Background: an optimization exercise with open tools, aiming at small area. Do not read the settings as production practice.
The RTL was checked by simulation tests, not by an equivalence proof against the original design.

Setup of garnet:
Design Multiplier32Bit, start of the top module:
module Multiplier32Bit (
	input[31:0] multiplicand,
	input[31:0] multiplier,
	input clk,
	input enable,
	input reset_n,
	output[31:0] aBus,
	output valid
);
	reg[31:0] acc;     
	reg[3:0] q;        
	reg vld;
	wire[31:0] mc = multiplicand;
	wire[31:0] mp = multiplier;
	genvar i;
	wire[3:1] a, o;
	generate
		for (i = 1; i < 4; i = i + 1) begin : gz
			wire a_lo, a_hi, o_lo, o_hi;
			nand4 u0 (.a(mp[8*i]), .b(mp[8*i+1]), .c(mp[8*i+2]), .d(mp[8*i+3]), .y(a_lo));
			nand4 u1 (.a(mp[8*i+4]), .b(mp[8*i+5]), .c(mp[8*i+6]), .d(mp[8*i+7]), .y(a_hi));
			nor2 u2 (.a(a_lo), .b(a_hi), .y(a[i]));
			nor4 u3 (.a(mp[8*i]), .b(mp[8*i+1]), .c(mp[8*i+2]), .d(mp[8*i+3]), .y(o_lo));
			nor4 u4 (.a(mp[8*i+4]), .b(mp[8*i+5]), .c(mp[8*i+6]), .d(mp[8*i+7]), .y(o_hi));
			and2 u5 (.a(o_lo), .b(o_hi), .y(o[i]));
		end
	endgenerate
	wire z1 = (a[3] & a[2] & a[1]) | (o[3] & o[2] & o[1]);   
	wire z2 = (a[3] & a[2]) | (o[3] & o[2]);                 
	wire z3 = a[3] | o[3];                                   
	wire idle = ~|q;
	wire busy = ~idle;
	wire[4:0] s;
	assign s[0] = q[0];
	assign s[1] = q[1] | (idle & z1);
	assign s[2] = q[2] | (idle & z2 & ~z1);
	assign s[3] = q[3] | (idle & z3 & ~z2);
	assign s[4] = idle & ~z3;
	wire[6:0] w;
	generate
		for (i = 0; i < 7; i = i + 1) begin : gw
			wire x, y;
			if (i == 0) begin : b0
				aoi22 u0 (.a1(s[1]), .a2(mp[5]), .b1(s[2]), .b2(mp[11]), .y(x));
			end else begin : bn
				aoi222 u0 (.a1(s[0]), .a2(mp[i-1]), .b1(s[1]), .b2(mp[i+5]), .c1(s[2]), .c2(mp[i+11]), .y(x));
			end
			aoi22 u1 (.a1(s[3]), .a2(mp[i+17]), .b1(s[4]), .b2(mp[i+23]), .y(y));
			nand2 u2 (.a(x), .b(y), .y(w[i]));
		end
	endgenerate
	wire d3 = ~z2 & z3;
	wire d4 = ~z3;
	wire cp = idle & d3 & mp[23] & ~mp[24];    
	wire cm = idle & d3 & ~mp[23] & mp[24];    
	wire[7:0] orc;                             
  ...
==> flow/config.mk <==
export PLATFORM = sky130hd
export DESIGN_NAME = Multiplier32Bit
export DESIGN_NICKNAME = Multiplier32Bit
export VERILOG_FILES = /design/flow/design.v
export SDC_FILE = /design/flow/constraint.sdc
export NUM_CORES = 4
export LEC_CHECK = 0
export CAP_MARGIN = 20
export CORE_MARGIN = 2
export CORE_UTILIZATION = 75
export CTS_BUF_LIST = sky130_fd_sc_hd__clkbuf_8
export SLEW_MARGIN = 20
export SYNTH_HIERARCHICAL = 1
export SYNTH_MINIMUM_KEEP_SIZE = 0
==> flow/constraint.sdc <==
create_clock -name core_clock -period 10.0 [get_ports {clk}]
set_input_delay 2.0000 -clock core_clock [delete_from_list [all_inputs] [get_ports {clk}]]
set_output_delay 2.0000 -clock core_clock [all_outputs]
set_load 0.01 [all_outputs]
standard.sh (not shown) runs the stock make flow with config.mk's settings and CLKGATE_MAP_FILE= SYNTH_SCRIPT=/design/flow/synth_recipe.tcl, a recipe that flattens the netlist after the stock synthesis.
==> flow/flow/run.sh <==
#!/bin/bash
export BUFFER_PORTS_ARGS="-buffer_cell sky130_fd_sc_hd__buf_1"
export CTS_ARGS="-sink_clustering_enable -repair_clock_nets -dont_use_dummy_load -buf_list sky130_fd_sc_hd__clkbuf_8"
export POST_FLOORPLAN_TCL="$PWD/flow/downsize.tcl"
bash standard.sh RECOVER_POWER=100 finish > standard.log 2>&1
==> flow/flow/downsize.tcl <==
# Sourced after floorplanning (POST_FLOORPLAN_TCL): set every logic cell to
# the smallest drive strength of its function. Placement-stage repair and
# timing repair size up again where timing or slew needs it.
set db [ord::get_db]
set n 0
foreach inst [[ord::get_db_block] getInsts] {
  set m [[$inst getMaster] getName]
  if {![regexp {^(sky130_fd_sc_hd__[a-z0-9]+)_([0-9]+)$} $m -> base drive]} { continue }
  if {[regexp {dfxtp|dfrtp|conb|tap|fill|decap|clkbuf|clkinv|clkdly|dly} $base]} { continue }
  foreach d {0 1 2} {
    if {$d >= $drive} { break }
    set cand "${base}_$d"
    if {[$db findMaster $cand] != "NULL" && [llength [get_lib_cells -quiet $cand]] > 0 && [lsearch $::env(DONT_USE_CELLS) $cand] < 0} {
      replace_cell [$inst getName] $cand
      incr n
      break
    }
  }
}
puts "downsize: $n cells set to their smallest drive strength"
What quartz does differently from garnet at the input level:
- CORE_UTILIZATION now 40, was 75
==> flow/flow/run.sh <==
#!/bin/bash
export BUFFER_PORTS_ARGS="-buffer_cell sky130_fd_sc_hd__buf_1"
export CTS_ARGS="-sink_clustering_enable -repair_clock_nets -dont_use_dummy_load -buf_list {sky130_fd_sc_hd__clkbuf_4 sky130_fd_sc_hd__clkbuf_8}"
export POST_FLOORPLAN_TCL="$PWD/flow/downsize.tcl"
bash standard.sh RECOVER_POWER=100 finish > standard.log 2>&1
[summary]
- quartz went all the way through the flow, and no timing, DRC or antenna check failed.
- Largest fanout of any net on the critical path: quartz higher than garnet
- garnet has a lower final cell count than quartz.
- quartz vs garnet: detailed placer's ending HPWL up
- Relative to garnet, the final cell area reported for quartz is higher.
- Destination of the critical timing path: acc[22] -> quartz, acc[24] -> garnet
- Taking garnet as the reference, in quartz wire length saw an increase; maximum clock frequency saw an increase; worst-case hold slack saw a decrease.
- Die area was lower in garnet than in quartz.
Changes in yarrow relative to quartz:
==> flow/flow/run.sh <==
#!/bin/bash
export BUFFER_PORTS_ARGS="-buffer_cell sky130_fd_sc_hd__buf_1"
export CTS_ARGS="-repair_clock_nets -dont_use_dummy_load -buf_list sky130_fd_sc_hd__clkbuf_4"
export POST_FLOORPLAN_TCL="$PWD/flow/downsize.tcl"
bash standard.sh RECOVER_POWER=100 finish > standard.log 2>&1
[compare] base=quartz new=yarrow: slew of the pin with the lowest slew margin shows a reduction of 0.025 ns, top achievable clock speed shows an increase of 0.55 MHz, core outline area shows no meaningful change. Any difference in routed wire length between quartz and yarrow is small enough to ignore. Summary of yarrow over quartz: final non-filler cell area -31 µm²; final clock period utilization by the worst path fell 0.49 points. Setup slack ended up 0.049 ns higher on yarrow than on quartz. Diff yarrow..quartz | count of placed standard cells in the final layout, fillers left out | negligible. Diff quartz -> yarrow: number of CTS-inserted buffers held; met2 usage stayed essentially flat.
Here is what was changed in the inputs of willow compared with yarrow.
- changing CORE_UTILIZATION from 40 to 60
==> flow/flow/run.sh <==
#!/bin/bash
export BUFFER_PORTS_ARGS="-buffer_cell sky130_fd_sc_hd__buf_1"
export CTS_ARGS="-sink_clustering_enable -repair_clock_nets -dont_use_dummy_load -buf_list sky130_fd_sc_hd__clkbuf_8"
export POST_FLOORPLAN_TCL="$PWD/flow/downsize.tcl"
bash standard.sh RECOVER_POWER=100 finish > standard.log 2>&1
Findings:
Compared willow vs yarrow, and clock period minus worst slack is up in willow.
yarrow -> willow: placed cell count decreased by a few percent
Measured slew at the worst slew-check pin: lower on willow
willow vs. yarrow: hold slack shrank by 0.031 ns; global routing usage summed across all routing layers higher; path length in cells of the critical path down about 7%.
Status: post-layout instance area parity (willow, yarrow)
Changes in nickel relative to willow:
- a change of CORE_UTILIZATION from 60 to 40
==> flow/flow/run.sh <==
#!/bin/bash
export BUFFER_PORTS_ARGS="-buffer_cell sky130_fd_sc_hd__buf_1"
export CTS_ARGS="-sink_clustering_enable -sink_clustering_levels 1 -repair_clock_nets -dont_use_dummy_load -buf_list sky130_fd_sc_hd__clkbuf_8"
export POST_FLOORPLAN_TCL="$PWD/flow/downsize.tcl"
bash standard.sh RECOVER_POWER=100 finish > standard.log 2>&1
--- outcome ---
Re final-report hold violation count: no difference whatsoever between willow and nickel. What nickel reported for core box area has to be multiplied by 0.67 to get the figure for willow. First-iteration DRC count delta (nickel − willow): unfavourable. Looking only at final-layout non-clock buffer area share, and setting everything else aside, the higher value of willow and nickel goes to willow. Taking willow as the reference, in nickel post-route fraction of the period consumed by the critical path dropped 0.37 points, die area grew by 0.0049 mm², number of nets in the layout shows a reduction of 4, multi-input combinational area share now smaller, final worst setup slack +0.037 ns.

---

## build 28
Starting RTL as in the previous note.
==> flow/config.mk <==
export PLATFORM = sky130hd
export DESIGN_NAME = Multiplier32Bit
export DESIGN_NICKNAME = Multiplier32Bit
export VERILOG_FILES = /design/flow/design.v
export SDC_FILE = /design/flow/constraint.sdc
export NUM_CORES = 4
export LEC_CHECK = 0
export CAP_MARGIN = 20
export CORE_MARGIN = 2
export CORE_UTILIZATION = 40
export CTS_BUF_LIST = sky130_fd_sc_hd__clkbuf_8
export SLEW_MARGIN = 20
export SYNTH_HIERARCHICAL = 1
export SYNTH_MINIMUM_KEEP_SIZE = 0
==> flow/constraint.sdc <==
create_clock -name core_clock -period 10.0 [get_ports {clk}]
set_input_delay 2.0000 -clock core_clock [delete_from_list [all_inputs] [get_ports {clk}]]
set_output_delay 2.0000 -clock core_clock [all_outputs]
set_load 0.01 [all_outputs]
==> flow/flow/run.sh <==
#!/bin/bash
export BUFFER_PORTS_ARGS="-buffer_cell sky130_fd_sc_hd__buf_1"
export CTS_ARGS="-sink_clustering_enable -repair_clock_nets -dont_use_dummy_load -buf_list sky130_fd_sc_hd__clkbuf_8 -sink_clustering_size 20 -sink_clustering_max_diameter 300"
export POST_FLOORPLAN_TCL="$PWD/flow/downsize.tcl"
bash standard.sh RECOVER_POWER=100 finish > standard.log 2>&1
Scripts as last shown in full above: flow/flow/downsize.tcl
No stage failed in build 28, and the final checks on the layout all came back clean.
Edits applied to the flow inputs when going from build 28 to build 79:
==> flow/flow/run.sh <==
#!/bin/bash
export BUFFER_PORTS_ARGS="-buffer_cell sky130_fd_sc_hd__buf_1"
export CTS_ARGS="-sink_clustering_enable -repair_clock_nets -dont_use_dummy_load -buf_list sky130_fd_sc_hd__clkbuf_4"
export POST_FLOORPLAN_TCL="$PWD/flow/downsize.tcl"
bash standard.sh RECOVER_POWER=100 finish > standard.log 2>&1
Notes after the runs:
- Worst slew margin relative to its limit in build 79 is 1.7 points higher than in build 28
- The clock slew at the register clock pins of the worst setup and hold paths of build 79 exceeds that of build 28 by 0.04 ns.
- The higher layout overhead on the synthesized area came out of build 28.
- | post-route cell area | build 79 vs build 28 | 31 sq um lower |
- Share of the cycle needed by the critical path after routing (lower): build 79
- [compare] base=build 28 new=build 79: setup slack higher; cell count roughly the same.
For build 32, these inputs were changed with respect to build 79:
- putting GPL_TIMING_DRIVEN at 0 where nothing was set
==> flow/flow/run.sh <==
#!/bin/bash
export BUFFER_PORTS_ARGS="-buffer_cell sky130_fd_sc_hd__buf_1"
export CTS_ARGS="-sink_clustering_enable -repair_clock_nets -dont_use_dummy_load -buf_list sky130_fd_sc_hd__clkbuf_8"
export POST_FLOORPLAN_TCL="$PWD/flow/downsize.tcl"
bash standard.sh RECOVER_POWER=100 finish > standard.log 2>&1
### Flow results
Build 32 vs. build 79: share of cell area taken by multi-input logic gates decreased 1.5 points; cell count rose 12; global-route usage over all layers rose 1.1 points. In the reports for build 32 and build 79, the smaller met3 wire length belongs to build 32. Between build 32 and build 79, the worst hold slack after final layout figures differ only marginally. Cmp build 32 vs build 79: via count of the first global-routing pass higher in build 32. Of build 32 and build 79, the run reporting the lower slack of the worst reg-to-reg path was build 32. The run showing the greater data required time of the worst path is build 79. Per the comparison of build 32 with build 79, clock transition at the register clock pins on the worst setup and hold paths after CTS shows a reduction of 0.04 ns, count of vias placed by the detailed router shows an increase of 5.3%.
Modified inputs, build 62 compared to build 32
- GPL_TIMING_DRIVEN: 0 -> unset
==> flow/flow/run.sh <==
#!/bin/bash
export BUFFER_PORTS_ARGS="-buffer_cell sky130_fd_sc_hd__buf_1"
export CTS_ARGS="-sink_clustering_enable -repair_clock_nets -dont_use_dummy_load -buf_list sky130_fd_sc_hd__clkbuf_16 -sink_clustering_size 40 -sink_clustering_max_diameter 400"
export POST_FLOORPLAN_TCL="$PWD/flow/downsize.tcl"
bash standard.sh RECOVER_POWER=100 finish > standard.log 2>&1
==> results.txt <==
- Stage delay of the slowest cell on the critical path in build 62 is 0.04 ns above build 32.
- Build 62 ends up with a count of vias placed by the detailed router that is 217 lower than in build 32.
- Compared with build 32, in build 62 met3 demand-to-capacity share in global routing climbed 1.2 points; share of cell area taken by multi-input logic gates rose by 0.46 points.
- Build 62 — final weighted congestion in routability-driven placement 3.0% higher, build 32 as reference
- Build 62: PASS, flow complete, no timing, DRC or antenna violations

port drivers added, routing unchanged:
How much do the figures lean on ideal ports? The routed layouts below were timed once more, with nothing changed but the port constraints.
Step 1, drivers: a clkbuf_16 drives clk and a buf_2 each remaining input, both assumed.
Step 2 times the ports against the registers' clock, not the clock port: input delays grow and output delays shrink by t, the midpoint of the rising clock arrivals with the driver on.
a / b / c = ideal / step 1 / step 2; a / b = the first two.
| run | t, ns | setup slack, ns | worst hold slack (ns) | worst slew at a driven data input, ns | cell pins on the clock port's net |
|---|---|---|---|---|---|
| garnet | 0.323 | 0.402 / 0.402 / 0.080 | 0.565 / 0.565 / 0.565 | 0.05 | 1 |
| quartz | 0.339 | 0.512 / 0.528 / 0.190 | 0.555 / 0.555 / 0.555 | 0.05 | 1 |
| yarrow | 0.409 | 0.561 / 0.575 / 0.166 | 0.567 / 0.567 / 0.567 | 0.05 | 1 |
| willow | 0.316 | 0.475 / 0.486 / 0.170 | 0.537 / 0.537 / 0.537 | 0.05 | 1 |
| nickel | 0.339 | 0.512 / 0.528 / 0.190 | 0.555 / 0.555 / 0.555 | 0.05 | 1 |
| build 28 | 0.339 | 0.512 / 0.528 / 0.190 | 0.555 / 0.555 / 0.555 | 0.05 | 1 |
| build 79 | 0.409 | 0.561 / 0.575 / 0.166 | 0.567 / 0.567 / 0.567 | 0.05 | 1 |
| build 32 | 0.334 | 0.403 / 0.421 / 0.088 | 0.569 / 0.569 / 0.569 | 0.06 | 1 |
| build 62 | 0.328 | 0.453 / 0.475 / 0.147 | 0.543 / 0.543 / 0.543 | 0.05 | 1 |
After both steps setup and hold are still met in every run listed.
